Context: an optimization exercise on an open-source flow, tuned for small area and a short achievable clock period. The choices shown serve that exercise and are no tape-out recipe.
No functional check of the RTL was part of any run shown here.
No activity file was given, so power comes from the tool's default toggle rates.

### design/flow/run.sh
#!/bin/bash
# synth_recipe.tcl (not shown) runs the flow's synth.tcl, then flattens the netlist and writes it again
# the make line also repeats each setting of config.mk as NAME=value (left out here)
make -C /OpenROAD-flow-scripts/flow DESIGN_CONFIG=/design/flow/config.mk WORK_HOME=/design/flow/orfs CLKGATE_MAP_FILE= SYNTH_SCRIPT=/design/flow/synth_recipe.tcl finish
### design/flow/config.mk
export PLATFORM = sky130hd
export DESIGN_NAME = mac
export DESIGN_NICKNAME = mac
export VERILOG_FILES = /design/flow/design.v
export SDC_FILE = /design/flow/constraint.sdc
export NUM_CORES = 4
export LEC_CHECK = 0
export CAP_MARGIN = 20
export CORE_MARGIN = 2
export CORE_UTILIZATION = 40
export SLEW_MARGIN = 20
export SYNTH_HIERARCHICAL = 1
export SYNTH_MINIMUM_KEEP_SIZE = 0
### design/flow/constraint.sdc
create_clock -name core_clock -period 18.0 [get_ports {clk}]
set_input_delay 3.6000 -clock core_clock [delete_from_list [all_inputs] [get_ports {clk}]]
set_output_delay 3.6000 -clock core_clock [all_outputs]
set_load 0.01 [all_outputs]
### design/flow/design.v
module mac(input clk, input rst, input [15:0] x, input [15:0] y, output [31:0] acc);
reg r0_0;
reg r0_1;
reg r1_0;
reg r1_1;
reg r2_0;
reg r2_1;
reg r3_0;
reg r3_1;
reg r4_0;
reg r4_1;
reg r5_0;
reg r5_1;
reg r6_0;
reg r6_1;
reg r7_0;
reg r7_1;
reg r8_0;
reg r8_1;
reg r9_0;
reg r9_1;
reg r10_0;
reg r10_1;
reg r11_0;
reg r11_1;
reg r12_0;
reg r12_1;
reg r13_0;
reg r13_1;
reg r14_0;
reg r14_1;
reg r15_0;
reg r15_1;
reg r16_0;
reg r16_1;
reg r17_0;
reg r17_1;
reg r18_0;
reg r18_1;
reg r19_0;
reg r19_1;
reg r20_0;
reg r20_1;
reg r21_0;
reg r21_1;
reg r22_0;
reg r22_1;
reg r23_0;
reg r23_1;
reg r24_0;
reg r24_1;
reg r25_0;
reg r25_1;
reg r26_0;
reg r26_1;
reg r27_0;
reg r27_1;
reg r28_0;
reg r28_1;
reg r29_0;
reg r29_1;
reg r30_0;
reg r30_1;
reg r31_0;
wire p1;
wire p2;
wire p3;
wire p4;
wire p5;
wire p6;
wire p7;
wire p8;
wire p9;
wire p10;
wire p11;
wire p12;
wire p13;
wire p14;
wire p15;
wire p16;
wire p17;
wire p18;
wire p19;
wire p20;
wire p21;
wire p22;
wire p23;
wire p24;
wire p25;
wire p26;
wire p27;
wire p28;
wire p29;
wire p30;
wire p31;
wire p32;
wire p33;
wire p34;
wire p35;
wire p36;
wire p37;
wire p38;
wire p39;
wire p40;
wire p41;
wire p42;
wire p43;
wire p44;
wire p45;
wire p46;
wire p47;
wire p48;
wire p49;
wire p50;
wire p51;
wire p52;
wire p53;
wire p54;
wire p55;
wire p56;
wire p57;
wire p58;
wire p59;
wire p60;
wire p61;
wire p62;
wire p63;
wire p64;
wire p65;
wire p66;
wire p67;
wire p68;
wire p69;
wire p70;
wire p71;
wire p72;
wire p73;
wire p74;
wire p75;
wire p76;
wire p77;
wire p78;
wire p79;
wire p80;
wire p81;
wire p82;
wire p83;
wire p84;
wire p85;
wire p86;
wire p87;
wire p88;
wire p89;
wire p90;
wire p91;
wire p92;
wire p93;
wire p94;
wire p95;
wire p96;
wire p97;
wire p98;
wire p99;
wire p100;
wire p101;
wire p102;
wire p103;
wire p104;
wire p105;
wire p106;
wire p107;
wire p108;
wire p109;
wire p110;
wire p111;
wire p112;
wire p113;
wire p114;
wire p115;
wire p116;
wire p117;
wire p118;
wire p119;
wire p120;
wire p121;
wire p122;
wire p123;
wire p124;
wire p125;
wire p126;
wire p127;
wire p128;
wire p129;
wire p130;
wire p131;
wire p132;
wire p133;
wire p134;
wire p135;
wire p136;
wire p137;
wire p138;
wire p139;
wire p140;
wire p141;
wire p142;
wire p143;
wire p144;
wire p145;
wire p146;
wire p147;
wire p148;
wire p149;
wire p150;
wire p151;
wire p152;
wire p153;
wire p154;
wire p155;
wire p156;
wire p157;
wire p158;
wire p159;
wire p160;
wire p161;
wire p162;
wire p163;
wire p164;
wire p165;
wire p166;
wire p167;
wire p168;
wire p169;
wire p170;
wire p171;
wire p172;
wire p173;
wire p174;
wire p175;
wire p176;
wire p177;
wire p178;
wire p179;
wire p180;
wire p181;
wire p182;
wire p183;
wire p184;
wire p185;
wire p186;
wire p187;
wire p188;
wire p189;
wire p190;
wire p191;
wire p192;
wire p193;
wire p194;
wire p195;
wire p196;
wire p197;
wire p198;
wire p199;
wire p200;
wire p201;
wire p202;
wire p203;
wire p204;
wire p205;
wire p206;
wire p207;
wire p208;
wire p209;
wire p210;
wire p211;
wire p212;
wire p213;
wire p214;
wire p215;
wire p216;
wire p217;
wire p218;
wire p219;
wire p220;
wire p221;
wire p222;
wire p223;
wire p224;
wire p225;
wire p226;
wire p227;
wire p228;
wire p229;
wire p230;
wire p231;
wire p232;
wire p233;
wire p234;
wire p235;
wire p236;
wire p237;
wire p238;
wire p239;
wire p240;
wire p241;
wire p242;
wire p243;
wire p244;
wire p245;
wire p246;
wire p247;
wire p248;
wire p249;
wire p250;
wire p251;
wire p252;
wire p253;
wire p254;
wire p255;
wire p256;
wire s257;
wire c258;
wire s259;
wire c260;
wire s261;
wire c262;
wire s263;
wire c264;
wire s265;
wire c266;
wire s267;
wire c268;
wire s269;
wire c270;
wire s271;
wire c272;
wire s273;
wire c274;
wire s275;
wire c276;
wire s277;
wire c278;
wire s279;
wire c280;
wire s281;
wire c282;
wire s283;
wire c284;
wire s285;
wire c286;
wire s287;
wire c288;
wire s289;
wire c290;
wire s291;
wire c292;
wire s293;
wire c294;
wire s295;
wire c296;
wire s297;
wire c298;
wire s299;
wire c300;
wire s301;
wire c302;
wire s303;
wire c304;
wire s305;
wire c306;
wire s307;
wire c308;
wire s309;
wire c310;
wire s311;
wire c312;
wire s313;
wire c314;
wire s315;
wire c316;
wire s317;
wire c318;
wire s319;
wire c320;
wire s321;
wire c322;
wire s323;
wire c324;
wire s325;
wire c326;
wire s327;
wire c328;
wire s329;
wire c330;
wire s331;
wire c332;
wire s333;
wire c334;
wire s335;
wire c336;
wire s337;
wire c338;
wire s339;
wire c340;
wire s341;
wire c342;
wire s343;
wire c344;
wire s345;
wire c346;
wire s347;
wire c348;
wire s349;
wire c350;
wire s351;
wire c352;
wire s353;
wire c354;
wire s355;
wire c356;
wire s357;
wire c358;
wire s359;
wire c360;
wire s361;
wire c362;
wire s363;
wire c364;
wire s365;
wire c366;
wire s367;
wire c368;
wire s369;
wire c370;
wire s371;
wire c372;
wire s373;
wire c374;
wire s375;
wire c376;
wire s377;
wire c378;
wire s379;
wire c380;
wire s381;
wire c382;
wire s383;
wire c384;
wire s385;
wire c386;
wire s387;
wire c388;
wire s389;
wire c390;
wire s391;
wire c392;
wire s393;
wire c394;
wire s395;
wire c396;
wire s397;
wire c398;
wire s399;
wire c400;
wire s401;
wire c402;
wire s403;
wire c404;
wire s405;
wire c406;
wire s407;
wire c408;
wire s409;
wire c410;
wire s411;
wire c412;
wire s413;
wire c414;
wire s415;
wire c416;
wire s417;
wire c418;
wire s419;
wire c420;
wire s421;
wire c422;
wire s423;
wire c424;
wire s425;
wire c426;
wire s427;
wire c428;
wire s429;
wire c430;
wire s431;
wire c432;
wire s433;
wire c434;
wire s435;
wire c436;
wire s437;
wire c438;
wire s439;
wire c440;
wire s441;
wire c442;
wire s443;
wire c444;
wire s445;
wire c446;
wire s447;
wire c448;
wire s449;
wire c450;
wire s451;
wire c452;
wire s453;
wire c454;
wire s455;
wire c456;
wire s457;
wire c458;
wire s459;
wire c460;
wire s461;
wire c462;
wire s463;
wire c464;
wire s465;
wire c466;
wire s467;
wire c468;
wire s469;
wire c470;
wire s471;
wire c472;
wire s473;
wire c474;
wire s475;
wire c476;
wire s477;
wire c478;
wire s479;
wire c480;
wire s481;
wire c482;
wire s483;
wire c484;
wire s485;
wire c486;
wire s487;
wire c488;
wire s489;
wire c490;
wire s491;
wire c492;
wire s493;
wire c494;
wire s495;
wire c496;
wire s497;
wire c498;
wire s499;
wire c500;
wire s501;
wire c502;
wire s503;
wire c504;
wire s505;
wire c506;
wire s507;
wire c508;
wire s509;
wire c510;
wire s511;
wire c512;
wire s513;
wire c514;
wire s515;
wire c516;
wire s517;
wire c518;
wire s519;
wire c520;
wire s521;
wire c522;
wire s523;
wire c524;
wire s525;
wire c526;
wire s527;
wire c528;
wire s529;
wire c530;
wire s531;
wire c532;
wire s533;
wire c534;
wire s535;
wire c536;
wire s537;
wire c538;
wire s539;
wire c540;
wire s541;
wire c542;
wire s543;
wire c544;
wire s545;
wire c546;
wire s547;
wire c548;
wire s549;
wire c550;
wire s551;
wire c552;
wire s553;
wire c554;
wire s555;
wire c556;
wire s557;
wire c558;
wire s559;
wire c560;
wire s561;
wire c562;
wire s563;
wire c564;
wire s565;
wire c566;
wire s567;
wire c568;
wire s569;
wire c570;
wire s571;
wire c572;
wire s573;
wire c574;
wire s575;
wire c576;
wire s577;
wire c578;
wire s579;
wire c580;
wire s581;
wire c582;
wire s583;
wire c584;
wire s585;
wire c586;
wire s587;
wire c588;
wire s589;
wire c590;
wire s591;
wire c592;
wire s593;
wire c594;
wire s595;
wire c596;
wire s597;
wire c598;
wire s599;
wire c600;
wire s601;
wire c602;
wire s603;
wire c604;
wire s605;
wire c606;
wire s607;
wire c608;
wire s609;
wire c610;
wire s611;
wire c612;
wire s613;
wire c614;
wire s615;
wire c616;
wire s617;
wire c618;
wire s619;
wire c620;
wire s621;
wire c622;
wire s623;
wire c624;
wire s625;
wire c626;
wire s627;
wire c628;
wire s629;
wire c630;
wire s631;
wire c632;
wire s633;
wire c634;
wire s635;
wire c636;
wire s637;
wire c638;
wire s639;
wire c640;
wire s641;
wire c642;
wire s643;
wire c644;
wire s645;
wire c646;
wire s647;
wire c648;
wire s649;
wire c650;
wire s651;
wire c652;
wire s653;
wire c654;
wire s655;
wire c656;
wire s657;
wire c658;
wire s659;
wire c660;
wire s661;
wire c662;
wire s663;
wire c664;
wire s665;
wire c666;
wire s667;
wire c668;
wire s669;
wire c670;
wire s671;
wire c672;
wire s673;
wire c674;
wire s675;
wire c676;
wire s677;
wire c678;
wire s679;
wire c680;
wire s681;
wire c682;
wire s683;
wire c684;
wire s685;
wire c686;
wire s687;
wire c688;
wire s689;
wire c690;
wire s691;
wire c692;
wire s693;
wire c694;
wire s695;
wire c696;
wire s697;
wire c698;
wire s699;
wire c700;
wire s701;
wire c702;
wire s703;
wire c704;
wire s705;
wire c706;
wire s707;
wire c708;
wire s709;
wire c710;
wire s711;
wire c712;
wire s713;
wire c714;
wire s715;
wire c716;
wire s717;
wire c718;
wire s719;
wire c720;
wire s721;
wire c722;
wire s723;
wire c724;
wire s725;
wire c726;
wire s727;
wire c728;
wire s729;
wire c730;
wire s731;
wire c732;
wire s733;
wire c734;
wire s735;
wire c736;
wire s737;
wire c738;
wire s739;
wire c740;
wire s741;
wire c742;
wire s743;
wire c744;
wire s745;
wire c746;
wire s747;
wire c748;
wire s749;
wire c750;
wire s751;
wire c752;
wire s753;
wire c754;
wire s755;
wire c756;
wire s757;
wire c758;
wire s759;
wire c760;
wire s761;
wire c762;
wire s763;
wire c764;
wire s765;
wire c766;
wire s767;
wire c768;
wire s769;
wire c770;
wire s771;
wire c772;
wire s773;
wire c774;
wire s775;
wire c776;
wire s777;
wire c778;
wire s779;
wire c780;
wire s781;
wire c782;
wire s783;
wire c784;
wire s785;
wire c786;
wire s787;
wire c788;
wire s789;
wire c790;
wire s791;
wire c792;
wire s793;
wire c794;
wire s795;
wire c796;
wire s797;
wire c798;
wire x799;
wire x800;
assign p1 = ~(x[0] & y[0]);
assign p2 = ~(x[0] & y[1]);
assign p3 = ~(x[0] & y[2]);
assign p4 = ~(x[0] & y[3]);
assign p5 = ~(x[0] & y[4]);
assign p6 = ~(x[0] & y[5]);
assign p7 = ~(x[0] & y[6]);
assign p8 = ~(x[0] & y[7]);
assign p9 = ~(x[0] & y[8]);
assign p10 = ~(x[0] & y[9]);
assign p11 = ~(x[0] & y[10]);
assign p12 = ~(x[0] & y[11]);
assign p13 = ~(x[0] & y[12]);
assign p14 = ~(x[0] & y[13]);
assign p15 = ~(x[0] & y[14]);
assign p16 = ~(x[0] & y[15]);
assign p17 = ~(x[1] & y[0]);
assign p18 = ~(x[1] & y[1]);
assign p19 = ~(x[1] & y[2]);
assign p20 = ~(x[1] & y[3]);
assign p21 = ~(x[1] & y[4]);
assign p22 = ~(x[1] & y[5]);
assign p23 = ~(x[1] & y[6]);
assign p24 = ~(x[1] & y[7]);
assign p25 = ~(x[1] & y[8]);
assign p26 = ~(x[1] & y[9]);
assign p27 = ~(x[1] & y[10]);
assign p28 = ~(x[1] & y[11]);
assign p29 = ~(x[1] & y[12]);
assign p30 = ~(x[1] & y[13]);
assign p31 = ~(x[1] & y[14]);
assign p32 = ~(x[1] & y[15]);
assign p33 = ~(x[2] & y[0]);
assign p34 = ~(x[2] & y[1]);
assign p35 = ~(x[2] & y[2]);
assign p36 = ~(x[2] & y[3]);
assign p37 = ~(x[2] & y[4]);
assign p38 = ~(x[2] & y[5]);
assign p39 = ~(x[2] & y[6]);
assign p40 = ~(x[2] & y[7]);
assign p41 = ~(x[2] & y[8]);
assign p42 = ~(x[2] & y[9]);
assign p43 = ~(x[2] & y[10]);
assign p44 = ~(x[2] & y[11]);
assign p45 = ~(x[2] & y[12]);
assign p46 = ~(x[2] & y[13]);
assign p47 = ~(x[2] & y[14]);
assign p48 = ~(x[2] & y[15]);
assign p49 = ~(x[3] & y[0]);
assign p50 = ~(x[3] & y[1]);
assign p51 = ~(x[3] & y[2]);
assign p52 = ~(x[3] & y[3]);
assign p53 = ~(x[3] & y[4]);
assign p54 = ~(x[3] & y[5]);
assign p55 = ~(x[3] & y[6]);
assign p56 = ~(x[3] & y[7]);
assign p57 = ~(x[3] & y[8]);
assign p58 = ~(x[3] & y[9]);
assign p59 = ~(x[3] & y[10]);
assign p60 = ~(x[3] & y[11]);
assign p61 = ~(x[3] & y[12]);
assign p62 = ~(x[3] & y[13]);
assign p63 = ~(x[3] & y[14]);
assign p64 = ~(x[3] & y[15]);
assign p65 = ~(x[4] & y[0]);
assign p66 = ~(x[4] & y[1]);
assign p67 = ~(x[4] & y[2]);
assign p68 = ~(x[4] & y[3]);
assign p69 = ~(x[4] & y[4]);
assign p70 = ~(x[4] & y[5]);
assign p71 = ~(x[4] & y[6]);
assign p72 = ~(x[4] & y[7]);
assign p73 = ~(x[4] & y[8]);
assign p74 = ~(x[4] & y[9]);
assign p75 = ~(x[4] & y[10]);
assign p76 = ~(x[4] & y[11]);
assign p77 = ~(x[4] & y[12]);
assign p78 = ~(x[4] & y[13]);
assign p79 = ~(x[4] & y[14]);
assign p80 = ~(x[4] & y[15]);
assign p81 = ~(x[5] & y[0]);
assign p82 = ~(x[5] & y[1]);
assign p83 = ~(x[5] & y[2]);
assign p84 = ~(x[5] & y[3]);
assign p85 = ~(x[5] & y[4]);
assign p86 = ~(x[5] & y[5]);
assign p87 = ~(x[5] & y[6]);
assign p88 = ~(x[5] & y[7]);
assign p89 = ~(x[5] & y[8]);
assign p90 = ~(x[5] & y[9]);
assign p91 = ~(x[5] & y[10]);
assign p92 = ~(x[5] & y[11]);
assign p93 = ~(x[5] & y[12]);
assign p94 = ~(x[5] & y[13]);
assign p95 = ~(x[5] & y[14]);
assign p96 = ~(x[5] & y[15]);
assign p97 = ~(x[6] & y[0]);
assign p98 = ~(x[6] & y[1]);
assign p99 = ~(x[6] & y[2]);
assign p100 = ~(x[6] & y[3]);
assign p101 = ~(x[6] & y[4]);
assign p102 = ~(x[6] & y[5]);
assign p103 = ~(x[6] & y[6]);
assign p104 = ~(x[6] & y[7]);
assign p105 = ~(x[6] & y[8]);
assign p106 = ~(x[6] & y[9]);
assign p107 = ~(x[6] & y[10]);
assign p108 = ~(x[6] & y[11]);
assign p109 = ~(x[6] & y[12]);
assign p110 = ~(x[6] & y[13]);
assign p111 = ~(x[6] & y[14]);
assign p112 = ~(x[6] & y[15]);
assign p113 = ~(x[7] & y[0]);
assign p114 = ~(x[7] & y[1]);
assign p115 = ~(x[7] & y[2]);
assign p116 = ~(x[7] & y[3]);
assign p117 = ~(x[7] & y[4]);
assign p118 = ~(x[7] & y[5]);
assign p119 = ~(x[7] & y[6]);
assign p120 = ~(x[7] & y[7]);
assign p121 = ~(x[7] & y[8]);
assign p122 = ~(x[7] & y[9]);
assign p123 = ~(x[7] & y[10]);
assign p124 = ~(x[7] & y[11]);
assign p125 = ~(x[7] & y[12]);
assign p126 = ~(x[7] & y[13]);
assign p127 = ~(x[7] & y[14]);
assign p128 = ~(x[7] & y[15]);
assign p129 = ~(x[8] & y[0]);
assign p130 = ~(x[8] & y[1]);
assign p131 = ~(x[8] & y[2]);
assign p132 = ~(x[8] & y[3]);
assign p133 = ~(x[8] & y[4]);
assign p134 = ~(x[8] & y[5]);
assign p135 = ~(x[8] & y[6]);
assign p136 = ~(x[8] & y[7]);
assign p137 = ~(x[8] & y[8]);
assign p138 = ~(x[8] & y[9]);
assign p139 = ~(x[8] & y[10]);
assign p140 = ~(x[8] & y[11]);
assign p141 = ~(x[8] & y[12]);
assign p142 = ~(x[8] & y[13]);
assign p143 = ~(x[8] & y[14]);
assign p144 = ~(x[8] & y[15]);
assign p145 = ~(x[9] & y[0]);
assign p146 = ~(x[9] & y[1]);
assign p147 = ~(x[9] & y[2]);
assign p148 = ~(x[9] & y[3]);
assign p149 = ~(x[9] & y[4]);
assign p150 = ~(x[9] & y[5]);
assign p151 = ~(x[9] & y[6]);
assign p152 = ~(x[9] & y[7]);
assign p153 = ~(x[9] & y[8]);
assign p154 = ~(x[9] & y[9]);
assign p155 = ~(x[9] & y[10]);
assign p156 = ~(x[9] & y[11]);
assign p157 = ~(x[9] & y[12]);
assign p158 = ~(x[9] & y[13]);
assign p159 = ~(x[9] & y[14]);
assign p160 = ~(x[9] & y[15]);
assign p161 = ~(x[10] & y[0]);
assign p162 = ~(x[10] & y[1]);
assign p163 = ~(x[10] & y[2]);
assign p164 = ~(x[10] & y[3]);
assign p165 = ~(x[10] & y[4]);
assign p166 = ~(x[10] & y[5]);
assign p167 = ~(x[10] & y[6]);
assign p168 = ~(x[10] & y[7]);
assign p169 = ~(x[10] & y[8]);
assign p170 = ~(x[10] & y[9]);
assign p171 = ~(x[10] & y[10]);
assign p172 = ~(x[10] & y[11]);
assign p173 = ~(x[10] & y[12]);
assign p174 = ~(x[10] & y[13]);
assign p175 = ~(x[10] & y[14]);
assign p176 = ~(x[10] & y[15]);
assign p177 = ~(x[11] & y[0]);
assign p178 = ~(x[11] & y[1]);
assign p179 = ~(x[11] & y[2]);
assign p180 = ~(x[11] & y[3]);
assign p181 = ~(x[11] & y[4]);
assign p182 = ~(x[11] & y[5]);
assign p183 = ~(x[11] & y[6]);
assign p184 = ~(x[11] & y[7]);
assign p185 = ~(x[11] & y[8]);
assign p186 = ~(x[11] & y[9]);
assign p187 = ~(x[11] & y[10]);
assign p188 = ~(x[11] & y[11]);
assign p189 = ~(x[11] & y[12]);
assign p190 = ~(x[11] & y[13]);
assign p191 = ~(x[11] & y[14]);
assign p192 = ~(x[11] & y[15]);
assign p193 = ~(x[12] & y[0]);
assign p194 = ~(x[12] & y[1]);
assign p195 = ~(x[12] & y[2]);
assign p196 = ~(x[12] & y[3]);
assign p197 = ~(x[12] & y[4]);
assign p198 = ~(x[12] & y[5]);
assign p199 = ~(x[12] & y[6]);
assign p200 = ~(x[12] & y[7]);
assign p201 = ~(x[12] & y[8]);
assign p202 = ~(x[12] & y[9]);
assign p203 = ~(x[12] & y[10]);
assign p204 = ~(x[12] & y[11]);
assign p205 = ~(x[12] & y[12]);
assign p206 = ~(x[12] & y[13]);
assign p207 = ~(x[12] & y[14]);
assign p208 = ~(x[12] & y[15]);
assign p209 = ~(x[13] & y[0]);
assign p210 = ~(x[13] & y[1]);
assign p211 = ~(x[13] & y[2]);
assign p212 = ~(x[13] & y[3]);
assign p213 = ~(x[13] & y[4]);
assign p214 = ~(x[13] & y[5]);
assign p215 = ~(x[13] & y[6]);
assign p216 = ~(x[13] & y[7]);
assign p217 = ~(x[13] & y[8]);
assign p218 = ~(x[13] & y[9]);
assign p219 = ~(x[13] & y[10]);
assign p220 = ~(x[13] & y[11]);
assign p221 = ~(x[13] & y[12]);
assign p222 = ~(x[13] & y[13]);
assign p223 = ~(x[13] & y[14]);
assign p224 = ~(x[13] & y[15]);
assign p225 = ~(x[14] & y[0]);
assign p226 = ~(x[14] & y[1]);
assign p227 = ~(x[14] & y[2]);
assign p228 = ~(x[14] & y[3]);
assign p229 = ~(x[14] & y[4]);
assign p230 = ~(x[14] & y[5]);
assign p231 = ~(x[14] & y[6]);
assign p232 = ~(x[14] & y[7]);
assign p233 = ~(x[14] & y[8]);
assign p234 = ~(x[14] & y[9]);
assign p235 = ~(x[14] & y[10]);
assign p236 = ~(x[14] & y[11]);
assign p237 = ~(x[14] & y[12]);
assign p238 = ~(x[14] & y[13]);
assign p239 = ~(x[14] & y[14]);
assign p240 = ~(x[14] & y[15]);
assign p241 = ~(x[15] & y[0]);
assign p242 = ~(x[15] & y[1]);
assign p243 = ~(x[15] & y[2]);
assign p244 = ~(x[15] & y[3]);
assign p245 = ~(x[15] & y[4]);
assign p246 = ~(x[15] & y[5]);
assign p247 = ~(x[15] & y[6]);
assign p248 = ~(x[15] & y[7]);
assign p249 = ~(x[15] & y[8]);
assign p250 = ~(x[15] & y[9]);
assign p251 = ~(x[15] & y[10]);
assign p252 = ~(x[15] & y[11]);
assign p253 = ~(x[15] & y[12]);
assign p254 = ~(x[15] & y[13]);
assign p255 = ~(x[15] & y[14]);
assign p256 = ~(x[15] & y[15]);
han us257 (r0_0, r0_1, s257, c258);
fa us259 (r1_0, r1_1, c258, s259, c260);
han us261 (s259, p17, s261, c262);
fa us263 (r2_0, r2_1, c260, s263, c264);
fa us265 (s263, p18, p3, s265, c266);
han us267 (p33, c262, s267, c268);
fa us269 (r3_0, r3_1, c264, s269, c270);
fa us271 (s269, p19, p34, s271, c272);
fa us273 (p4, p49, c266, s273, c274);
han us275 (s271, c268, s275, c276);
fa us277 (r4_0, r4_1, c270, s277, c278);
fa us279 (s277, p20, p35, s279, c280);
fa us281 (p5, p50, p65, s281, c282);
fa us283 (c272, s279, s281, s283, c284);
han us285 (c276, c274, s285, c286);
fa us287 (r5_0, r5_1, c278, s287, c288);
fa us289 (s287, p21, p36, s289, c290);
fa us291 (p51, p6, p66, s291, c292);
fa us293 (p81, c280, c282, s293, c294);
fa us295 (s289, s291, c284, s295, c296);
han us297 (s293, c286, s297, c298);
fa us299 (r6_0, r6_1, c288, s299, c300);
fa us301 (s299, p22, p37, s301, c302);
fa us303 (p52, p67, p7, s303, c304);
fa us305 (p82, p97, c290, s305, c306);
fa us307 (c292, s301, s303, s307, c308);
fa us309 (c294, s305, s307, s309, c310);
han us311 (c296, c298, s311, c312);
fa us313 (r7_0, r7_1, c300, s313, c314);
fa us315 (s313, p113, p23, s315, c316);
fa us317 (p38, p53, p68, s317, c318);
fa us319 (p8, p83, p98, s319, c320);
fa us321 (c302, c304, s315, s321, c322);
fa us323 (s317, s319, c306, s323, c324);
fa us325 (c308, s321, s323, s325, c326);
han us327 (c310, c312, s327, c328);
fa us329 (r8_0, r8_1, c314, s329, c330);
fa us331 (s329, p114, p129, s331, c332);
fa us333 (p24, p39, p54, s333, c334);
fa us335 (p69, p84, p9, s335, c336);
fa us337 (p99, c316, c318, s337, c338);
fa us339 (c320, s331, s333, s339, c340);
fa us341 (s335, c322, s337, s341, c342);
fa us343 (s339, c324, s341, s343, c344);
han us345 (c326, s343, s345, c346);
fa us347 (r9_0, r9_1, c330, s347, c348);
fa us349 (p10, p100, p115, s349, c350);
fa us351 (p130, p145, p25, s351, c352);
fa us353 (p40, p55, p70, s353, c354);
fa us355 (p85, s347, c332, s355, c356);
fa us357 (c334, c336, s349, s357, c358);
fa us359 (s351, s353, c338, s359, c360);
fa us361 (c340, s355, s357, s361, c362);
fa us363 (c342, s359, s361, s363, c364);
han us365 (c344, s363, s365, c366);
fa us367 (r10_0, r10_1, p101, s367, c368);
fa us369 (p11, p116, p131, s369, c370);
fa us371 (p146, p161, p26, s371, c372);
fa us373 (p41, p56, p71, s373, c374);
fa us375 (p86, c348, c350, s375, c376);
fa us377 (c352, c354, s367, s377, c378);
fa us379 (s369, s371, s373, s379, c380);
fa us381 (c356, c358, s375, s381, c382);
fa us383 (s377, s379, c360, s383, c384);
fa us385 (c362, s381, s383, s385, c386);
han us387 (c364, c366, s387, c388);
fa us389 (r11_0, r11_1, p102, s389, c390);
fa us391 (p117, p12, p132, s391, c392);
fa us393 (p147, p162, p177, s393, c394);
fa us395 (p27, p42, p57, s395, c396);
fa us397 (p72, p87, c368, s397, c398);
fa us399 (c370, c372, c374, s399, c400);
fa us401 (s389, s391, s393, s401, c402);
fa us403 (s395, c376, c378, s403, c404);
fa us405 (c380, s397, s399, s405, c406);
fa us407 (s401, c382, s403, s407, c408);
fa us409 (s405, c384, s407, s409, c410);
han us411 (c386, s409, s411, c412);
fa us413 (r12_0, r12_1, p103, s413, c414);
fa us415 (p118, p13, p133, s415, c416);
fa us417 (p148, p163, p178, s417, c418);
fa us419 (p193, p28, p43, s419, c420);
fa us421 (p58, p73, p88, s421, c422);
fa us423 (c390, c392, c394, s423, c424);
fa us425 (c396, s413, s415, s425, c426);
fa us427 (s417, s419, s421, s427, c428);
fa us429 (c398, c400, c402, s429, c430);
fa us431 (s423, s425, s427, s431, c432);
fa us433 (c404, c406, s429, s433, c434);
fa us435 (s431, c408, s433, s435, c436);
han us437 (c410, s435, s437, c438);
fa us439 (r13_0, r13_1, p104, s439, c440);
fa us441 (p119, p134, p14, s441, c442);
fa us443 (p149, p164, p179, s443, c444);
fa us445 (p194, p209, p29, s445, c446);
fa us447 (p44, p59, p74, s447, c448);
fa us449 (p89, c414, c416, s449, c450);
fa us451 (c418, c420, c422, s451, c452);
fa us453 (s439, s441, s443, s453, c454);
fa us455 (s445, s447, c424, s455, c456);
fa us457 (c426, c428, s449, s457, c458);
fa us459 (s451, s453, c430, s459, c460);
fa us461 (s455, c432, s457, s461, c462);
fa us463 (c434, s459, s461, s463, c464);
han us465 (c436, s463, s465, c466);
fa us467 (r14_0, r14_1, p105, s467, c468);
fa us469 (p120, p135, p15, s469, c470);
fa us471 (p150, p165, p180, s471, c472);
fa us473 (p195, p210, p225, s473, c474);
fa us475 (p30, p45, p60, s475, c476);
fa us477 (p75, p90, c440, s477, c478);
fa us479 (c442, c444, c446, s479, c480);
fa us481 (c448, s467, s469, s481, c482);
fa us483 (s471, s473, s475, s483, c484);
fa us485 (c450, c452, c454, s485, c486);
fa us487 (s477, s479, s481, s487, c488);
fa us489 (s483, c456, c458, s489, c490);
fa us491 (s485, s487, c460, s491, c492);
fa us493 (c462, s489, s491, s493, c494);
han us495 (c464, c466, s495, c496);
fa us497 (r15_0, r15_1, p106, s497, c498);
fa us499 (p121, p136, p151, s499, c500);
fa us501 (p16, p166, p181, s501, c502);
fa us503 (p196, p211, p226, s503, c504);
fa us505 (p241, p31, p46, s505, c506);
fa us507 (p61, p76, p91, s507, c508);
fa us509 (c468, c470, c472, s509, c510);
fa us511 (c474, c476, s497, s511, c512);
fa us513 (s499, s501, s503, s513, c514);
fa us515 (s505, s507, c478, s515, c516);
fa us517 (c480, c482, c484, s517, c518);
fa us519 (s509, s511, s513, s519, c520);
fa us521 (c486, s515, c488, s521, c522);
fa us523 (s517, s519, c490, s523, c524);
fa us525 (s521, c492, s523, s525, c526);
han us527 (c494, s525, s527, c528);
fa us529 (r16_0, r16_1, p107, s529, c530);
fa us531 (p122, p137, p152, s531, c532);
fa us533 (p167, p182, p197, s533, c534);
fa us535 (p212, p227, p242, s535, c536);
fa us537 (p32, p47, p62, s537, c538);
fa us539 (p77, p92, c498, s539, c540);
fa us541 (c500, c502, c504, s541, c542);
fa us543 (c506, c508, s529, s543, c544);
fa us545 (s531, s533, s535, s545, c546);
fa us547 (s537, c510, c512, s547, c548);
fa us549 (c514, s539, s541, s549, c550);
fa us551 (s543, s545, c516, s551, c552);
fa us553 (c518, c520, s547, s553, c554);
fa us555 (s549, s551, c522, s555, c556);
fa us557 (s553, c524, s555, s557, c558);
han us559 (c526, s557, s559, c560);
fa us561 (r17_0, r17_1, p108, s561, c562);
fa us563 (p123, p138, p153, s563, c564);
fa us565 (p168, p183, p198, s565, c566);
fa us567 (p213, p228, p243, s567, c568);
fa us569 (p48, p63, p78, s569, c570);
fa us571 (p93, c530, c532, s571, c572);
fa us573 (c534, c536, c538, s573, c574);
fa us575 (s561, s563, s565, s575, c576);
fa us577 (s567, s569, c540, s577, c578);
fa us579 (c542, c544, c546, s579, c580);
fa us581 (s571, s573, s575, s581, c582);
fa us583 (c548, c550, s577, s583, c584);
fa us585 (s579, s581, c552, s585, c586);
fa us587 (c554, s583, s585, s587, c588);
fa us589 (c556, s587, c558, s589, c590);
fa us591 (r18_0, r18_1, p109, s591, c592);
fa us593 (p124, p139, p154, s593, c594);
fa us595 (p169, p184, p199, s595, c596);
fa us597 (p214, p229, p244, s597, c598);
fa us599 (p64, p79, p94, s599, c600);
fa us601 (c562, c564, c566, s601, c602);
fa us603 (c568, c570, s591, s603, c604);
fa us605 (s593, s595, s597, s605, c606);
fa us607 (s599, c572, c574, s607, c608);
fa us609 (c576, s601, s603, s609, c610);
fa us611 (s605, c578, c580, s611, c612);
fa us613 (s607, c582, s609, s613, c614);
fa us615 (c584, s611, s613, s615, c616);
fa us617 (c586, s615, c588, s617, c618);
fa us619 (r19_0, r19_1, p110, s619, c620);
fa us621 (p125, p140, p155, s621, c622);
fa us623 (p170, p185, p200, s623, c624);
fa us625 (p215, p230, p245, s625, c626);
fa us627 (p80, p95, c592, s627, c628);
fa us629 (c594, c596, c598, s629, c630);
fa us631 (c600, s619, s621, s631, c632);
fa us633 (s623, s625, c602, s633, c634);
fa us635 (c604, c606, s627, s635, c636);
fa us637 (s629, s631, c608, s637, c638);
fa us639 (s633, c610, s635, s639, c640);
fa us641 (c612, s637, c614, s641, c642);
fa us643 (s639, c616, s641, s643, c644);
fa us645 (r20_0, r20_1, p111, s645, c646);
fa us647 (p126, p141, p156, s647, c648);
fa us649 (p171, p186, p201, s649, c650);
fa us651 (p216, p231, p246, s651, c652);
fa us653 (p96, c620, c622, s653, c654);
fa us655 (c624, c626, s645, s655, c656);
fa us657 (s647, s649, s651, s657, c658);
fa us659 (c628, c630, c632, s659, c660);
fa us661 (s653, s655, s657, s661, c662);
fa us663 (c634, c636, s659, s663, c664);
fa us665 (s661, c638, c640, s665, c666);
fa us667 (s663, c642, s665, s667, c668);
fa us669 (r21_0, r21_1, p112, s669, c670);
fa us671 (p127, p142, p157, s671, c672);
fa us673 (p172, p187, p202, s673, c674);
fa us675 (p217, p232, p247, s675, c676);
fa us677 (c646, c648, c650, s677, c678);
fa us679 (c652, s669, s671, s679, c680);
fa us681 (s673, s675, c654, s681, c682);
fa us683 (c656, c658, s677, s683, c684);
fa us685 (s679, c660, s681, s685, c686);
fa us687 (c662, s683, c664, s687, c688);
fa us689 (s685, c666, s687, s689, c690);
fa us691 (r22_0, r22_1, p128, s691, c692);
fa us693 (p143, p158, p173, s693, c694);
fa us695 (p188, p203, p218, s695, c696);
fa us697 (p233, p248, c670, s697, c698);
fa us699 (c672, c674, c676, s699, c700);
fa us701 (s691, s693, s695, s701, c702);
fa us703 (c678, c680, s697, s703, c704);
fa us705 (s699, s701, c682, s705, c706);
fa us707 (c684, s703, c686, s707, c708);
fa us709 (s705, c688, s707, s709, c710);
fa us711 (r23_0, r23_1, p144, s711, c712);
fa us713 (p159, p174, p189, s713, c714);
fa us715 (p204, p219, p234, s715, c716);
fa us717 (p249, c692, c694, s717, c718);
fa us719 (c696, s711, s713, s719, c720);
fa us721 (s715, c698, c700, s721, c722);
fa us723 (c702, s717, s719, s723, c724);
fa us725 (c704, s721, s723, s725, c726);
fa us727 (c706, s725, c708, s727, c728);
fa us729 (r24_0, r24_1, p160, s729, c730);
fa us731 (p175, p190, p205, s731, c732);
fa us733 (p220, p235, p250, s733, c734);
fa us735 (c712, c714, c716, s735, c736);
fa us737 (s729, s731, s733, s737, c738);
fa us739 (c718, c720, s735, s739, c740);
fa us741 (s737, c722, c724, s741, c742);
fa us743 (s739, c726, s741, s743, c744);
fa us745 (r25_0, r25_1, p176, s745, c746);
fa us747 (p191, p206, p221, s747, c748);
fa us749 (p236, p251, c730, s749, c750);
fa us751 (c732, c734, s745, s751, c752);
fa us753 (s747, c736, c738, s753, c754);
fa us755 (s749, s751, c740, s755, c756);
fa us757 (s753, c742, s755, s757, c758);
fa us759 (r26_0, r26_1, p192, s759, c760);
fa us761 (p207, p222, p237, s761, c762);
fa us763 (p252, c746, c748, s763, c764);
fa us765 (s759, s761, c750, s765, c766);
fa us767 (c752, s763, c754, s767, c768);
fa us769 (s765, c756, s767, s769, c770);
fa us771 (r27_0, r27_1, p208, s771, c772);
fa us773 (p223, p238, p253, s773, c774);
fa us775 (c760, c762, s771, s775, c776);
fa us777 (s773, c764, s775, s777, c778);
fa us779 (c766, s777, c768, s779, c780);
fa us781 (r28_0, r28_1, p224, s781, c782);
fa us783 (p239, p254, c772, s783, c784);
fa us785 (c774, s781, c776, s785, c786);
fa us787 (s783, c778, s785, s787, c788);
fa us789 (r29_0, r29_1, p240, s789, c790);
fa us791 (p255, c782, s789, s791, c792);
fa us793 (c784, s791, c786, s793, c794);
fa us795 (r30_0, r30_1, p256, s795, c796);
fa us797 (c790, s795, c792, s797, c798);
assign x799 = ~(r31_0 ^ c796);
assign x800 = ~(x799 ^ c798);
always @(posedge clk) begin
  r0_0 <= rst | s257;
  r0_1 <= rst | p1;
  r1_0 <= rst | p2;
  r1_1 <= rst | s261;
  r2_0 <= rst | s265;
  r2_1 <= rst | s267;
  r3_0 <= rst | s275;
  r3_1 <= rst | s273;
  r4_0 <= rst | s283;
  r4_1 <= rst | s285;
  r5_0 <= rst | s295;
  r5_1 <= rst | s297;
  r6_0 <= rst | s309;
  r6_1 <= rst | s311;
  r7_0 <= rst | s325;
  r7_1 <= rst | s327;
  r8_0 <= rst | c328;
  r8_1 <= rst | s345;
  r9_0 <= rst | c346;
  r9_1 <= rst | s365;
  r10_0 <= rst | s385;
  r10_1 <= rst | s387;
  r11_0 <= rst | c388;
  r11_1 <= rst | s411;
  r12_0 <= rst | c412;
  r12_1 <= rst | s437;
  r13_0 <= rst | c438;
  r13_1 <= rst | s465;
  r14_0 <= rst | s493;
  r14_1 <= rst | s495;
  r15_0 <= rst | c496;
  r15_1 <= rst | s527;
  r16_0 <= rst | c528;
  r16_1 <= rst | s559;
  r17_0 <= rst | c560;
  r17_1 <= rst | s589;
  r18_0 <= rst | s617;
  r18_1 <= rst | c590;
  r19_0 <= rst | s643;
  r19_1 <= rst | c618;
  r20_0 <= rst | c644;
  r20_1 <= rst | s667;
  r21_0 <= rst | c668;
  r21_1 <= rst | s689;
  r22_0 <= rst | c690;
  r22_1 <= rst | s709;
  r23_0 <= rst | c710;
  r23_1 <= rst | s727;
  r24_0 <= rst | s743;
  r24_1 <= rst | c728;
  r25_0 <= rst | c744;
  r25_1 <= rst | s757;
  r26_0 <= rst | c758;
  r26_1 <= rst | s769;
  r27_0 <= rst | c770;
  r27_1 <= rst | s779;
  r28_0 <= rst | s787;
  r28_1 <= rst | c780;
  r29_0 <= rst | c788;
  r29_1 <= rst | s793;
  r30_0 <= rst | s797;
  r30_1 <= rst | c794;
  r31_0 <= rst | x800;
end
wire [31:0] sa = {r31_0, r30_0, r29_0, r28_0, r27_0, r26_0, r25_0, r24_0, r23_0, r22_0, r21_0, r20_0, r19_0, r18_0, r17_0, r16_0, r15_0, r14_0, r13_0, r12_0, r11_0, r10_0, r9_0, r8_0, r7_0, r6_0, r5_0, r4_0, r3_0, r2_0, r1_0, r0_0};
wire [31:0] sb = {1'b1, r30_1, r29_1, r28_1, r27_1, r26_1, r25_1, r24_1, r23_1, r22_1, r21_1, r20_1, r19_1, r18_1, r17_1, r16_1, r15_1, r14_1, r13_1, r12_1, r11_1, r10_1, r9_1, r8_1, r7_1, r6_1, r5_1, r4_1, r3_1, r2_1, r1_1, r0_1};
assign acc = ~(sa + sb + 32'd1);
endmodule
module fa(input a, input b, input c, output s, output co);
assign s = a ^ b ^ c;
assign co = (a & b) | (a & c) | (b & c);
endmodule
module ha(input a, input b, output s, output co);
assign s = a ^ b;
assign co = a & b;
endmodule
module han(input a, input b, output s, output co);
assign s = ~(a ^ b);
assign co = a | b;
endmodule
==> flow_summary.json, run 1 <==
{
  "status": "complete, no violations",
  "fmax_mhz": 124,
  "postLayoutCellArea_sq_um": 11400,
  "cp_max_fo": 16,
  "cp_slowest_cell": "clkdlybuf4s50_1",
  "ys_top_cells_by_area": "fa_1, dfxtp_1, nand2_1",
  "area_growth_pct": 12.1,
  "slew_violations": 0,
  "crit_path_start_kind": "input port",
  "cts_made_buffers": 9,
  "cp_top_family": "adder cells",
  "crit_buf_inv": 1,
  "portBuffers": 65,
  "core_area_sq_um": 25000,
  "n_antenna_cell": 0,
  "worstPathRequired_ns": 18.22,
  "syn_area_sq_um": 10200,
  "setup_viol": 0,
  "first_iter_violations": 399,
  "hold_viol": 0,
  "worst_slew_pin_slew_ns": 0.983,
  "grt_use_total_pct": 22.4,
  "dpl.hpwl_mm": 21.2,
  "synth_cell_types": 53,
  "fin_crit_sh_pct": 44.8,
  "grt_pass1_wl_mm": 45.0,
  "dieHeight_um": 163,
  "crit_path_cell_trace": "clkdlybuf4s50_1 > nand2_1 > fa_1 > fa_1 > fa_1 > fa_1 > fa_1 > fa_1 > fa_1 > or2_2",
  "cts_hold_buf": 0,
  "syn_inst": 1029,
  "path_class": "in -> reg",
  "synth_edf_count": 0,
  "grt_pass1_vias": 8379,
  "ys_seq_area_share_pct": 12.4,
  "cts_tree": "yes",
  "cts_root_buffer": "clkbuf_16",
  "die_w_um": 163,
  "leakage_nw": 4.26,
  "grt_start_max_net_pins": 63,
  "ant_nets": 0,
  "cts.sinks": 63,
  "drc": 0,
  "fin_worst_skew_ns": 0.0108,
  "drive_gt1_share_pct": 9.37,
  "power_density_nw_per_um2": 199,
  "cpMostUsedCell": "fa_1",
  "synth_nets": 1367,
  "insertion_delay_ns": 0.34,
  "ys.flop_type": "dfxtp_1",
  "syn-mean-instance-area_sq_um": 9.88,
  "slew_headroom_pct": 34.2,
  "ir_drop_uv": 104,
  "gr-total-overflow": 0,
  "gp_congestion": 0.893,
  "yosys.area.top_type_share_pct": 50.2,
  "ys_ff_latch": 63,
  "htreeDepth": 3,
  "wirelength_mm": 27.2,
  "yosys.area.top_type": "fa_1",
  "max_cap_viol_count": 0,
  "yosys_warnings": 7,
  "cp-end-kind": "register",
  "antenna_found_initial": 0,
  "post_cts_buffers": 0,
  "rsz0062_at_grt": "false",
  "io_pins": 66,
  "wl_per_cell_um": 19.8,
  "clk_pin_slew_ns": 0.05,
  "nets": 1379,
  "drt-pass1-iter-count": 4,
  "via_per_inst": 5.30,
  "ctsResizeCount": 0,
  "async_flop_share_pct": 0,
  "fill_cells": 2409,
  "fin_crit_ns": 8.07,
  "ctsLongestPathBuffers": 2,
  "setup_tns_ns": 0,
  "holdWs_ns": 0.525,
  "holdCritPathClass": "reg -> reg",
  "arrival_ns": 8.29,
  "rows": 58,
  "dieArea_sq_um": 26700,
  "cpPeakStageDelay_ns": 1.12,
  "num_vias": 7290,
  "initial_core_util_pct": 40.6,
  "place_area_sq_um": 11000
}
per-stage QoR:
stage	cells	power, W	setup slack [ns]	utilization [%]
2_1_floorplan	1029	0.00150	10.42	-
3_3_place_gp	1360	0.00206	9.63	44.0
3_5_place_dp	1360	0.00207	9.59	44.0
4_1_cts	1376	0.00231	9.94	45.5
5_1_grt	1376	0.00256	9.74	45.5
6_report	1376	0.00227	9.93	45.5
cell families after synthesis:
logic type      synth area share [%]
compound gates                  7.04
xor+xnor                        2.41
fa+ha+maj                       56.3
buf+inv                         5.65
flops                           12.4
simple gates                    16.2
cell type report:
cell class	count	area, sq um	area share, %
multi-input combinational	813	8330	73.1
sequential	63	1260	11.1
timing repair buffer	72	703	6.17
tap	330	413	3.62
inverter	82	308	2.70
clock buffer	11	253	2.22
clock inverter	5	128	1.12
layout by cell type, fill, tap and decap left out, types with 9 or more instances in the layout:
cell type        netlist  final
nand2_1              273    273
fa_1                 255    255
inv_1                 82     82
clkdlybuf4s50_1        0     65
dfxtp_1               63     63
or2_2                 60     60
ha_1                  49     49
a21oi_1               26     26
a21o_1                19     19
o21ai_0               19     19
xnor2_1               19     19
nor2_1                15     15
xor2_1                 9      9
clkbuf_16              0      9
cells in the mapped netlist (2+ instances only):
cell type	instances
a21o_1	19
o21a_1	2
nand4_1	2
nor2_1	15
and3_1	2
a221oi_2	3
xnor2_1	19
or2_2	60
fa_1	255
ha_1	49
buf_1	2
o21ai_1	3
nand3_1	5
clkbuf_1	69
o21ai_2	2
o21ai_0	19
dfxtp_1	63
nor3_1	4
nand2b_1	4
o2111ai_1	2
a21oi_1	26
inv_1	82
o211ai_1	4
a31oi_1	5
nor2b_1	4
o21bai_1	2
nand2_1	273
xor2_1	9
Yosys stat by module (local to each module, per instance):
module | copies in the design | flip-flops and latches
fa | 254 | 0
han | 17 | 0
mac | 1 | 63
worst min-delay path, stage by stage, from the launching register on:
cell      delay (ns)
dfxtp_1         0.36
xnor2_1         0.08
nand2b_1        0.05
per-layer routing:
metal	vias up	wire, um	GRT usage [%]
met5	-	0	0
met4	0	1070	9.05
met3	68	1510	4.04
met2	269	14100	39.9
met1	3766	10500	26.8
li1	3187	-	-
worst paths after layout:
kind                   endpoint     startpoint  slack (ns)  cells after the start
setup / recovery  r17_1$_DFF_P_           x[8]        9.93                     10
hold reg to reg   r31_0$_DFF_P_  r31_0$_DFF_P_        0.52                      2
setup reg to reg  r14_1$_DFF_P_   r0_0$_DFF_P_       11.10                     23
hold / removal    r31_0$_DFF_P_  r31_0$_DFF_P_        0.52                      2
where the power goes:
group / leakage [nW] / switching [W] / internal [W] / total (W)
Combinational: 3.55 / 0.000901 / 0.000897 / 0.00180
Sequential: 0.523 / 0.0000457 / 0.000201 / 0.000247
Clock: 0.182 / 0.0000658 / 0.000157 / 0.000223
Total: 4.26 / 0.00101 / 0.00126 / 0.00227
==> run 2: changes to the inputs <==
--- a/design/flow/config.mk
+++ b/design/flow/config.mk
@@ -9,5 +9,3 @@
 export CORE_MARGIN = 2
 export CORE_UTILIZATION = 40
 export SLEW_MARGIN = 20
-export SYNTH_HIERARCHICAL = 1
-export SYNTH_MINIMUM_KEEP_SIZE = 0
==> run 2 against run 1 <==
Via count is 6.7% higher; largest power group unchanged; critical path depth is 1 higher; register-to-register slack better by 0.32 ns; critical path type unchanged; largest cell class unchanged.
==> flow_summary.json, run 2 <==
{
  "yosys.area.top_type": "fa_1",
  "hold_path_depth": 3,
  "ir_drop_uv": 71.4,
  "yosys.area.top_type_share_pct": 45.4,
  "antenna_found_initial": 0,
  "arrival_ns": 8.31,
  "via_per_inst": 4.81,
  "ctsLongestPathBuffers": 2,
  "reg2regPathDepth": 21,
  "dpl.hpwl_mm": 22.8,
  "grt_pass1_wl_mm": 48.6,
  "num_vias": 7781,
  "slew_violations": 0,
  "layout_common_cells": "inv_1, fa_1, and2_1",
  "ant_nets": 0,
  "worst_slew_pin_slew_ns": 0.957,
  "async_flop_share_pct": 0,
  "path_class": "in -> reg",
  "setup_viol": 0,
  "synth_common_cells": "inv_1, fa_1, and2_1, nand2_1, dfxtp_1",
  "max_cap_viol_count": 0,
  "cp-end-kind": "register",
  "wirelength_mm": 29.8,
  "holdWs_ns": 0.575,
  "htreeDepth": 3,
  "cts.sinks": 63,
  "grt_pass1_vias": 8708,
  "synth_nets": 1533,
  "drt-pass1-iter-count": 5,
  "portBuffers": 65,
  "status": "complete, no violations",
  "grt_use_total_pct": 22.2,
  "syn_inst": 1198,
  "ys.flop_type": "dfxtp_1",
  "worstPathRequired_ns": 18.23,
  "fin_crit_sh_pct": 44.9,
  "io_pins": 66,
  "crit_start": "x[11]",
  "place_inst": 1603,
  "nets": 1571,
  "cts_hold_buf": 0,
  "rsz0062_at_grt": "false",
  "ys_top_cells_by_area": "fa_1, dfxtp_1, and2_1",
  "power_density_nw_per_um2": 178,
  "clk_pin_slew_ns": 0.06,
  "yosysMostFrequentCell": "inv_1",
  "gr-total-overflow": 0,
  "drc": 0,
  "ys_ff_latch": 63,
  "total_power_w": 0.00224,
  "n_antenna_cell": 0,
  "slew_headroom_pct": 36.0,
  "cts_root_buffer": "clkbuf_16",
  "area_growth_pct": 12.0,
  "insertion_delay_ns": 0.34,
  "leakage_nw": 6.08,
  "syn_area_sq_um": 11200,
  "die_w_um": 171,
  "hold_start": "r0_1$_DFF_P_",
  "fin_worst_skew_ns": 0.00925,
  "drive_gt1_share_pct": 4.75,
  "fmax_mhz": 124,
  "dieHeight_um": 171,
  "yosys_warnings": 1,
  "synth_edf_count": 0,
  "holdCritPathClass": "reg -> reg",
  "wl_per_cell_um": 18.4,
  "ctsResizeCount": 0,
  "first_iter_violations": 390,
  "grt_start_max_net_pins": 63,
  "fin_crit_ns": 8.08,
  "crit_path_start_kind": "input port",
  "cts_made_buffers": 9,
  "ys_seq_area_share_pct": 11.3,
  "hold_viol": 0,
  "post_cts_buffers": 0,
  "initial_core_util_pct": 40.4,
  "r2r_start": "r0_0$_DFF_P_",
  "setup_tns_ns": 0,
  "final_cells": 1619,
  "synth_cell_types": 40,
  "cp_max_fo": 16,
  "core_area_sq_um": 27700,
  "gp_congestion": 0.854,
  "cts_tree": "yes",
  "rows": 61,
  "layout_commonest_cell": "inv_1",
  "syn-mean-instance-area_sq_um": 9.35,
  "dieArea_sq_um": 29400
}
## run 2: cell types whose count changed after synthesis, moves of 6 or more
| cell | change |
|---|---|
| and2_1 | +200 |
| inv_1 | +193 |
| nand2_1 | -193 |
| clkbuf_1 | -27 |
| nand2b_1 | +26 |
| or2_2 | -25 |
| a21o_1 | -6 |
| nor2_1 | +6 |
## run 2: area by class of cell
| class | count | area [sq um] |
|---|---|---|
| Inverter | 275 | 1030 |
| Fill cell | 2740 | 15200 |
| Clock buffer | 10 | 239 |
| Multi-Input combinational cell | 818 | 8750 |
| Sequential cell | 63 | 1260 |
| Timing Repair Buffer | 69 | 681 |
| Tap cell | 378 | 473 |
| Clock inverter | 6 | 108 |
## run 2: layer usage
metal	wire length [um]	track usage (%)	vias up
li1	-	-	3571
met1	14000	31.6	3987
met2	14000	36.3	192
met3	1440	2.76	31
met4	408	5.20	0
met5	0	0	-
## run 2: final timing paths
check                   to  slack, ns
max reg2reg  r10_1$_DFF_P_      11.42
max          r17_1$_DFF_P_       9.92
min reg2reg   r0_0$_DFF_P_       0.57
min           r0_0$_DFF_P_       0.57
## run 2: stage by stage
step	setup slack, ns	utilization [%]	area (sq um)
after detailed placement	9.59	44.0	12200
after global routing	9.81	45.3	12500
after CTS	9.94	45.3	12500
final	9.92	45.3	12500
after floorplan	10.68	-	11200
after global placement	9.60	44.0	12200
## run 2: critical path: stages
cell,delay [ns]
clkdlybuf4s50_1,0.91
and2_1,0.44
fa_1,0.46
fa_1,0.47
fa_1,0.46
fa_1,0.42
fa_1,0.40
fa_1,0.39
inv_1,0.07
fa_1,0.40
or2_2,0.27
## run 2: cell families (layout without fill, tap and decap cells)
family          count (synthesis)  after routing  share of synthesized area, %
simple gates                  393            393                          19.6
buf+inv                       317            360                          10.6
fa+ha+maj                     301            301                          50.6
compound gates                 93             93                          5.37
flops                          63             63                          11.3
xor+xnor                       29             29                          2.27
mux                             2              2                         0.190
## run 2: report_power, final
part / switching, W / leakage (nW) / total [W] / internal [W]
registers: 0.0000319 / 0.523 / 0.000233 / 0.000201
clock network: 0.0000690 / 0.168 / 0.000207 / 0.000139
logic: 0.000954 / 5.39 / 0.00180 / 0.000843
total: 0.00106 / 6.08 / 0.00224 / 0.00118
==> run 3: changes to the inputs <==
==> design/flow/flow/run.sh (new file) <==
#!/bin/bash
# Standard ORFS layout with timing repair aimed below the clock period,
# port buffers of a small cell, and a clock tree without dummy loads.
set -euo pipefail
cat >> config.mk <<'EOC'
export SETUP_SLACK_MARGIN = 10
export BUFFER_PORTS_ARGS = -buffer_cell sky130_fd_sc_hd__buf_2
export CTS_ARGS = -sink_clustering_enable -repair_clock_nets -dont_use_dummy_load
EOC
bash standard.sh > standard.log 2>&1
==> design/flow/standard.sh (new file) <==
#!/bin/bash
# synth_recipe.tcl (not shown) runs the flow's synth.tcl, then flattens the netlist and writes it again
# the make line also repeats each setting of config.mk as NAME=value (left out here)
make -C /OpenROAD-flow-scripts/flow DESIGN_CONFIG=/design/flow/config.mk WORK_HOME=/design/flow/orfs CLKGATE_MAP_FILE= SYNTH_SCRIPT=/design/flow/synth_recipe.tcl "${@:-finish}"
--- a/design/flow/config.mk
+++ b/design/flow/config.mk
@@ -9,3 +9,8 @@
 export CORE_MARGIN = 2
 export CORE_UTILIZATION = 40
 export SLEW_MARGIN = 20
+export SYNTH_HIERARCHICAL = 1
+export SYNTH_MINIMUM_KEEP_SIZE = 0
+export SETUP_SLACK_MARGIN = 10
+export BUFFER_PORTS_ARGS = -buffer_cell sky130_fd_sc_hd__buf_2
+export CTS_ARGS = -sink_clustering_enable -repair_clock_nets -dont_use_dummy_load
removed: design/flow/run.sh
==> run 3 against run 2 <==
Non-clock buffer count is 4 lower; cell count down 16%; power is 6.1% lower; via count fell by 7.3%; wire length shrank 9.9%; global-route usage fell by 0.15 points; die area down 9.0%; area after synthesis fell by 9.3%; synthesized cell count fell by 14%; largest cell class unchanged.
==> flow_summary.json, run 3 <==
{
  "drive_gt1_share_pct": 14.4,
  "crit_buf_inv": 1,
  "insertion_delay_ns": 0.34,
  "leakage_nw": 4.17,
  "cp_max_fo": 16,
  "synth_cell_types": 53,
  "initial_core_util_pct": 40.6,
  "holdCritPathClass": "reg -> reg",
  "crit_start": "x[2]",
  "io_pins": 66,
  "cpPeakStageDelay_ns": 0.53,
  "hold_start": "r31_0$_DFF_P_",
  "htreeDepth": 3,
  "ctsLongestPathBuffers": 2,
  "portBuffers": 65,
  "drt-pass1-iter-count": 5,
  "layout_commonest_cell": "nand2_1",
  "ant_nets": 0,
  "met1_usage_pct": 25.9,
  "dieHeight_um": 163,
  "cts.sinks": 63,
  "first_iter_violations": 365,
  "fin_crit_sh_pct": 40.5,
  "rows": 58,
  "nets": 1372,
  "slew_violations": 0,
  "clk_pin_slew_ns": 0.05,
  "n_antenna_cell": 0,
  "wirelength_mm": 26.9,
  "setup_tns_ns": 0,
  "worst_slew_pin_slew_ns": 0.955,
  "arrival_ns": 7.50,
  "synth_nets": 1367,
  "area_growth_pct": 6.86,
  "gr-total-overflow": 0,
  "cp_top_family": "adder cells",
  "yosys_warnings": 7,
  "yosysMostFrequentCell": "nand2_1",
  "syn-mean-instance-area_sq_um": 9.88,
  "grt_pass1_vias": 8295,
  "synth_common_cells": "nand2_1, fa_1, inv_1, clkbuf_1, dfxtp_1",
  "gp_congestion": 0.882,
  "status": "complete, no violations",
  "cpMostUsedCell": "fa_1",
  "dieArea_sq_um": 26700,
  "wl_per_cell_um": 19.7,
  "cp-end-kind": "register",
  "cts_made_buffers": 9,
  "core_area_sq_um": 25000,
  "cts_hold_buf": 0,
  "ctsResizeCount": 0,
  "ys_top_cells_by_area": "fa_1, dfxtp_1, nand2_1",
  "drc": 0,
  "setup_slack_ns": 10.70,
  "crit_path_cell_trace": "buf_2 > nand2_1 > fa_1 > fa_1 > fa_1 > fa_1 > fa_1 > fa_1 > fa_1 > or2_2",
  "r2r_start": "r0_0$_DFF_P_",
  "fin_crit_ns": 7.30,
  "cts_tree": "yes",
  "rsz0062_at_grt": "false",
  "die_w_um": 163,
  "hold_viol": 0,
  "worstPathRequired_ns": 18.21,
  "pre_cts_slack_ns": 10.39,
  "dpl.hpwl_mm": 21.2,
  "ir_drop_uv": 126,
  "ys_ff_latch": 63,
  "crit_path_start_kind": "input port",
  "via_per_inst": 5.30,
  "grt_start_max_net_pins": 63,
  "layout_common_cells": "nand2_1, fa_1, inv_1",
  "fmax_mhz": 137,
  "max_cap_viol_count": 0,
  "num_vias": 7215,
  "met2_usage_pct": 40.3,
  "grt_use_met3_pct": 3.81,
  "cts_root_buffer": "clkbuf_16",
  "total_power_w": 0.00210,
  "antenna_found_initial": 0,
  "path_class": "in -> reg",
  "fin_worst_skew_ns": 0.0221,
  "syn_inst": 1029,
  "ys.flop_type": "dfxtp_1",
  "grt_pass1_wl_mm": 44.5,
  "grt_use_total_pct": 22.0,
  "yosys.area.top_type": "fa_1",
  "syn_area_sq_um": 10200,
  "yosys.area.top_type_share_pct": 50.2,
  "slew_headroom_pct": 36.3,
  "async_flop_share_pct": 0,
  "post_cts_buffers": 0,
  "ys_seq_area_share_pct": 12.4,
  "setup_viol": 0,
  "synth_edf_count": 0,
  "top_usage_layer": "met2",
  "power_density_nw_per_um2": 194,
  "cp_slowest_cell": "fa_1"
}
run 3: cell count changes in the layout (fill, tap and decap cells not counted), sizes merged, moves of 26 or more:
cell and change:
and2 -200, inv -193, nand2 +193, clkdlybuf4s50 -65, buf +61, nand2b -26, or2 +26
run 3: final cells by class:
class                   count  area [sq um]
clock buffers               9           225
multi-input cells         813          8330
well taps                 330           413
flip-flops and latches     63          1260
fillers                  2436         14200
repair buffers             65           325
inverters                  82           308
run 3: modules after synthesis, one instance, submodules excluded:
module	flops+latches	copies in the design	cell area, sq um
fa	0	254	20.0
mac	63	1	4610
han	0	17	27.5
run 3: worst paths after layout:
path / endpoint / slack (ns) / cells after the start
setup / recovery: r17_1$_DFF_P_ / 10.70 / 10
hold / removal: r31_0$_DFF_P_ / 0.52 / 2
setup reg to reg: r14_1$_DFF_P_ / 10.99 / 23
hold reg to reg: r31_0$_DFF_P_ / 0.52 / 2
run 3: metrics by stage:
step / hold WS, ns / utilization, % / std cells / area, sq um
finish: 0.522 / 43.4 / 1362 / 10900
global route: 0.573 / 43.4 / 1362 / 10900
CTS: 0.531 / 43.4 / 1362 / 10900
detailed placement: 0.518 / 42.5 / 1353 / 10600
global placement: 0.504 / 42.5 / 1353 / 10600
floorplan: 0.490 / - / 1029 / 10200
run 3: metal layers:
| metal | routed length (um) | part of all wire (%) |
|---|---|---|
| met4 | 900 | 3.4 |
| met2 | 14100 | 53 |
| met5 | 0 | 0 |
| met3 | 1440 | 5.3 |
| met1 | 10400 | 39 |
run 3: cells by family after synthesis:
| kind of cell | count (synthesis) | share of synthesized area (%) |
|---|---|---|
| AND/OR/NAND/NOR | 378 | 16.2 |
| AO/OA/AOI/OAI | 103 | 7.04 |
| XOR/XNOR | 28 | 2.41 |
| buffers and inverters | 153 | 5.65 |
| adder cells (fa/ha/maj) | 304 | 56.3 |
| flip-flops | 63 | 12.4 |
run 3: where the power goes:
part	leakage (nW)	switching (W)	internal [W]	total, W
Combinational	3.54	0.000899	0.000811	0.00171
Sequential	0.523	0.0000454	0.000201	0.000247
Clock	0.111	0.0000571	0.0000872	0.000144
Total	4.17	0.00100	0.00110	0.00210
run 3: worst min-delay path, stage by stage (launching register included):
cell and delay [ns]:
dfxtp_1 0.36, xnor2_1 0.08, nand2b_1 0.05
==> run 4: changes to the inputs <==
--- a/design/flow/flow/run.sh
+++ b/design/flow/flow/run.sh
@@ -3,7 +3,7 @@
 # port buffers of a small cell, and a clock tree without dummy loads.
 set -euo pipefail
 cat >> config.mk <<'EOC'
-export SETUP_SLACK_MARGIN = 10
+export SETUP_SLACK_MARGIN = 11
 export BUFFER_PORTS_ARGS = -buffer_cell sky130_fd_sc_hd__buf_2
 export CTS_ARGS = -sink_clustering_enable -repair_clock_nets -dont_use_dummy_load
 EOC
--- a/design/flow/config.mk
+++ b/design/flow/config.mk
@@ -11,6 +11,6 @@
 export SLEW_MARGIN = 20
 export SYNTH_HIERARCHICAL = 1
 export SYNTH_MINIMUM_KEEP_SIZE = 0
-export SETUP_SLACK_MARGIN = 10
+export SETUP_SLACK_MARGIN = 11
 export BUFFER_PORTS_ARGS = -buffer_cell sky130_fd_sc_hd__buf_2
 export CTS_ARGS = -sink_clustering_enable -repair_clock_nets -dont_use_dummy_load
==> run 4 against run 3 <==
Non-clock buffer count stayed put; still clean on timing, DRC and antenna; wire length is 2.0% higher; largest power group unchanged; sequential cell count stayed put; die area stayed put; fmax is 5.2% higher; utilization is 1.5 points higher.
==> flow_summary.json, run 4 <==
{
  "fin_crit_ns": 6.94,
  "yosys.area.top_type": "fa_1",
  "slew_violations": 0,
  "fin_crit_sh_pct": 38.5,
  "crit_path_start_kind": "input port",
  "setup_tns_ns": 0,
  "yosys.area.top_type_share_pct": 50.2,
  "yosysMostFrequentCell": "nand2_1",
  "core_area_sq_um": 25000,
  "yosys_warnings": 7,
  "via_per_inst": 5.29,
  "power_density_nw_per_um2": 191,
  "rsz0062_at_grt": "true",
  "htreeDepth": 3,
  "worst_slew_pin_slew_ns": 0.922,
  "layout_common_cells": "nand2_1, fa_1, inv_1",
  "first_iter_violations": 370,
  "async_flop_share_pct": 0,
  "dieHeight_um": 163,
  "arrival_ns": 7.14,
  "nets": 1372,
  "syn_inst": 1029,
  "n_antenna_cell": 0,
  "grt_pass1_wl_mm": 44.8,
  "area_growth_pct": 10.6,
  "wirelength_mm": 27.4,
  "portBuffers": 65,
  "num_vias": 7211,
  "cp_max_fo": 16,
  "ys_ff_latch": 63,
  "synth_common_cells": "nand2_1, fa_1, inv_1, clkbuf_1, dfxtp_1",
  "ctsLongestPathBuffers": 2,
  "ir_drop_uv": 90.8,
  "total_power_w": 0.00215,
  "gr-total-overflow": 0,
  "rows": 58,
  "drc": 0,
  "cpPeakStageDelay_ns": 0.57,
  "fill_cells": 2396,
  "ys_seq_area_share_pct": 12.4,
  "dieArea_sq_um": 26700,
  "max_cap_viol_count": 0,
  "ys.flop_type": "dfxtp_1",
  "layout_commonest_cell": "nand2_1",
  "io_pins": 66,
  "post_cts_buffers": 0,
  "initial_core_util_pct": 40.6,
  "dpl.hpwl_mm": 21.2,
  "drive_gt1_share_pct": 19.0,
  "cts_made_buffers": 9,
  "syn-mean-instance-area_sq_um": 9.88,
  "cp-end-kind": "register",
  "worstPathRequired_ns": 18.20,
  "fmax_mhz": 144,
  "hold_viol": 0,
  "syn_area_sq_um": 10200,
  "die_w_um": 163,
  "synth_cell_types": 53,
  "drt-pass1-iter-count": 4,
  "setup_viol": 0,
  "cpMostUsedCell": "fa_2",
  "status": "complete, no violations",
  "crit_path_cell_trace": "buf_8 > nand2_1 > fa_1 > fa_1 > fa_2 > fa_2 > fa_1 > fa_2 > fa_2 > or2_2",
  "holdCritPathClass": "reg -> reg",
  "slew_headroom_pct": 38.5,
  "cts_tree": "yes",
  "gp_congestion": 0.846,
  "antenna_found_initial": 0,
  "wl_per_cell_um": 20.1,
  "grt_pass1_vias": 8149,
  "fin_worst_skew_ns": 0.0168,
  "cts_root_buffer": "clkbuf_16",
  "cp_slowest_cell": "fa_1",
  "grt_use_total_pct": 22.3,
  "insertion_delay_ns": 0.34,
  "clk_pin_slew_ns": 0.06,
  "synth_nets": 1367,
  "leakage_nw": 4.26,
  "path_class": "in -> reg",
  "ant_nets": 0,
  "grt_start_max_net_pins": 63,
  "synth_edf_count": 0,
  "cts.sinks": 63,
  "ys_top_cells_by_area": "fa_1, dfxtp_1, nand2_1"
}
## run 4: kinds of logic (layout without fill, tap and decap cells)
logic type | after synthesis | after routing | share of synthesized area, %
buf+inv | 153 | 156 | 5.65
flops | 63 | 63 | 12.4
xor+xnor | 28 | 28 | 2.41
simple gates | 378 | 378 | 16.2
fa+ha+maj | 304 | 304 | 56.3
compound gates | 103 | 103 | 7.04
## run 4: repair_timing
item / 4_1_cts / 5_1_grt
cloned: 0 / 0
gates resized for setup: 38 / 44
setup endpoints to repair: 11 / 12
pin swaps: 0 / 2
hold endpoints to repair: 0 / 0
hold buffers: 0 / 0
## run 4: cell type report
type	count	area (sq um)	area share, %
repair buffers	65	559	4.98
flip-flops and latches	63	1260	11.2
well taps	330	413	3.67
clock buffers	9	225	2.00
inverters	82	308	2.74
multi-input cells	813	8470	75.4
## run 4: final timing paths
check                                      to           from  slack (ns)  cells past startpoint
worst max register to register  r12_1$_DFF_P_   r0_0$_DFF_P_       11.28                     20
worst min-delay path            r31_0$_DFF_P_  r31_0$_DFF_P_        0.53                      2
worst min register to register  r31_0$_DFF_P_  r31_0$_DFF_P_        0.53                      2
worst max-delay path            r17_1$_DFF_P_           y[7]       11.06                     10
## run 4: modules after synthesis (local to each module, per instance)
module / flops+latches / times used / cell area, sq um
fa: 0 / 254 / 20.0
han: 0 / 17 / 27.5
mac: 63 / 1 / 4610
## run 4: metrics by stage
step | setup WS, ns | hold WS (ns) | utilization [%] | std cells | instance area (sq um)
finish | 11.06 | 0.534 | 44.9 | 1362 | 11200
global route | 11.00 | 0.565 | 44.9 | 1362 | 11200
CTS | 11.00 | 0.538 | 44.3 | 1362 | 11100
detailed placement | 10.48 | 0.524 | 43.0 | 1353 | 10800
global placement | 10.51 | 0.515 | 43.0 | 1353 | 10800
floorplan | 10.81 | 0.490 | - | 1029 | 10800
## run 4: per-layer routing
metal	track usage [%]	routed length [um]	up-vias
met5	0	0	-
met4	9.37	929	0
met3	2.92	1270	65
met2	40.1	14400	248
met1	27.0	10800	3722
li1	-	-	3176
## run 4: report_power, final
group          total (W)  internal, W  leakage (nW)  switching (W)
clock           0.000142    0.0000871         0.111      0.0000554
combinational    0.00175     0.000846          3.62       0.000904
sequential      0.000252     0.000201         0.523      0.0000507
## run 4: worst max-delay path, delay by kind of cell
kind                       cells  cell delay [ns]
and+or+nand+nor                2             0.37
buffers and inverters          1             0.16
adders and majority gates      7             2.99

[afterwards: timing with drivers on the ports]
How much do the figures lean on ideal ports? The routed layouts below were timed once more, with nothing changed but the port constraints.
Step 1: set_driving_cell puts a clkbuf_16 on clk and a buf_2 on each other input, an assumption about the parent block.
Step 2 times the ports against the registers' clock, not the clock port: input delays grow and output delays shrink by t, the midpoint of the rising clock arrivals with the driver on.
Three values: ideal ports, drivers, drivers and shift; two values: the first two.
run	shift t [ns]	setup slack, ns	worst setup path after step 2
run 1	0.376	9.929 / 9.944 / 9.568	input to register
run 2	0.384	9.921 / 9.944 / 9.560	input to register
run 3	0.370	10.704 / 10.715 / 10.344	input to register
run 4	0.369	11.062 / 11.047 / 10.677	input to register
After both steps setup and hold are still met in every run listed. The setup slack of run 4, which loses most, moves by -0.015 ns with the drivers and by -0.385 ns with both steps.
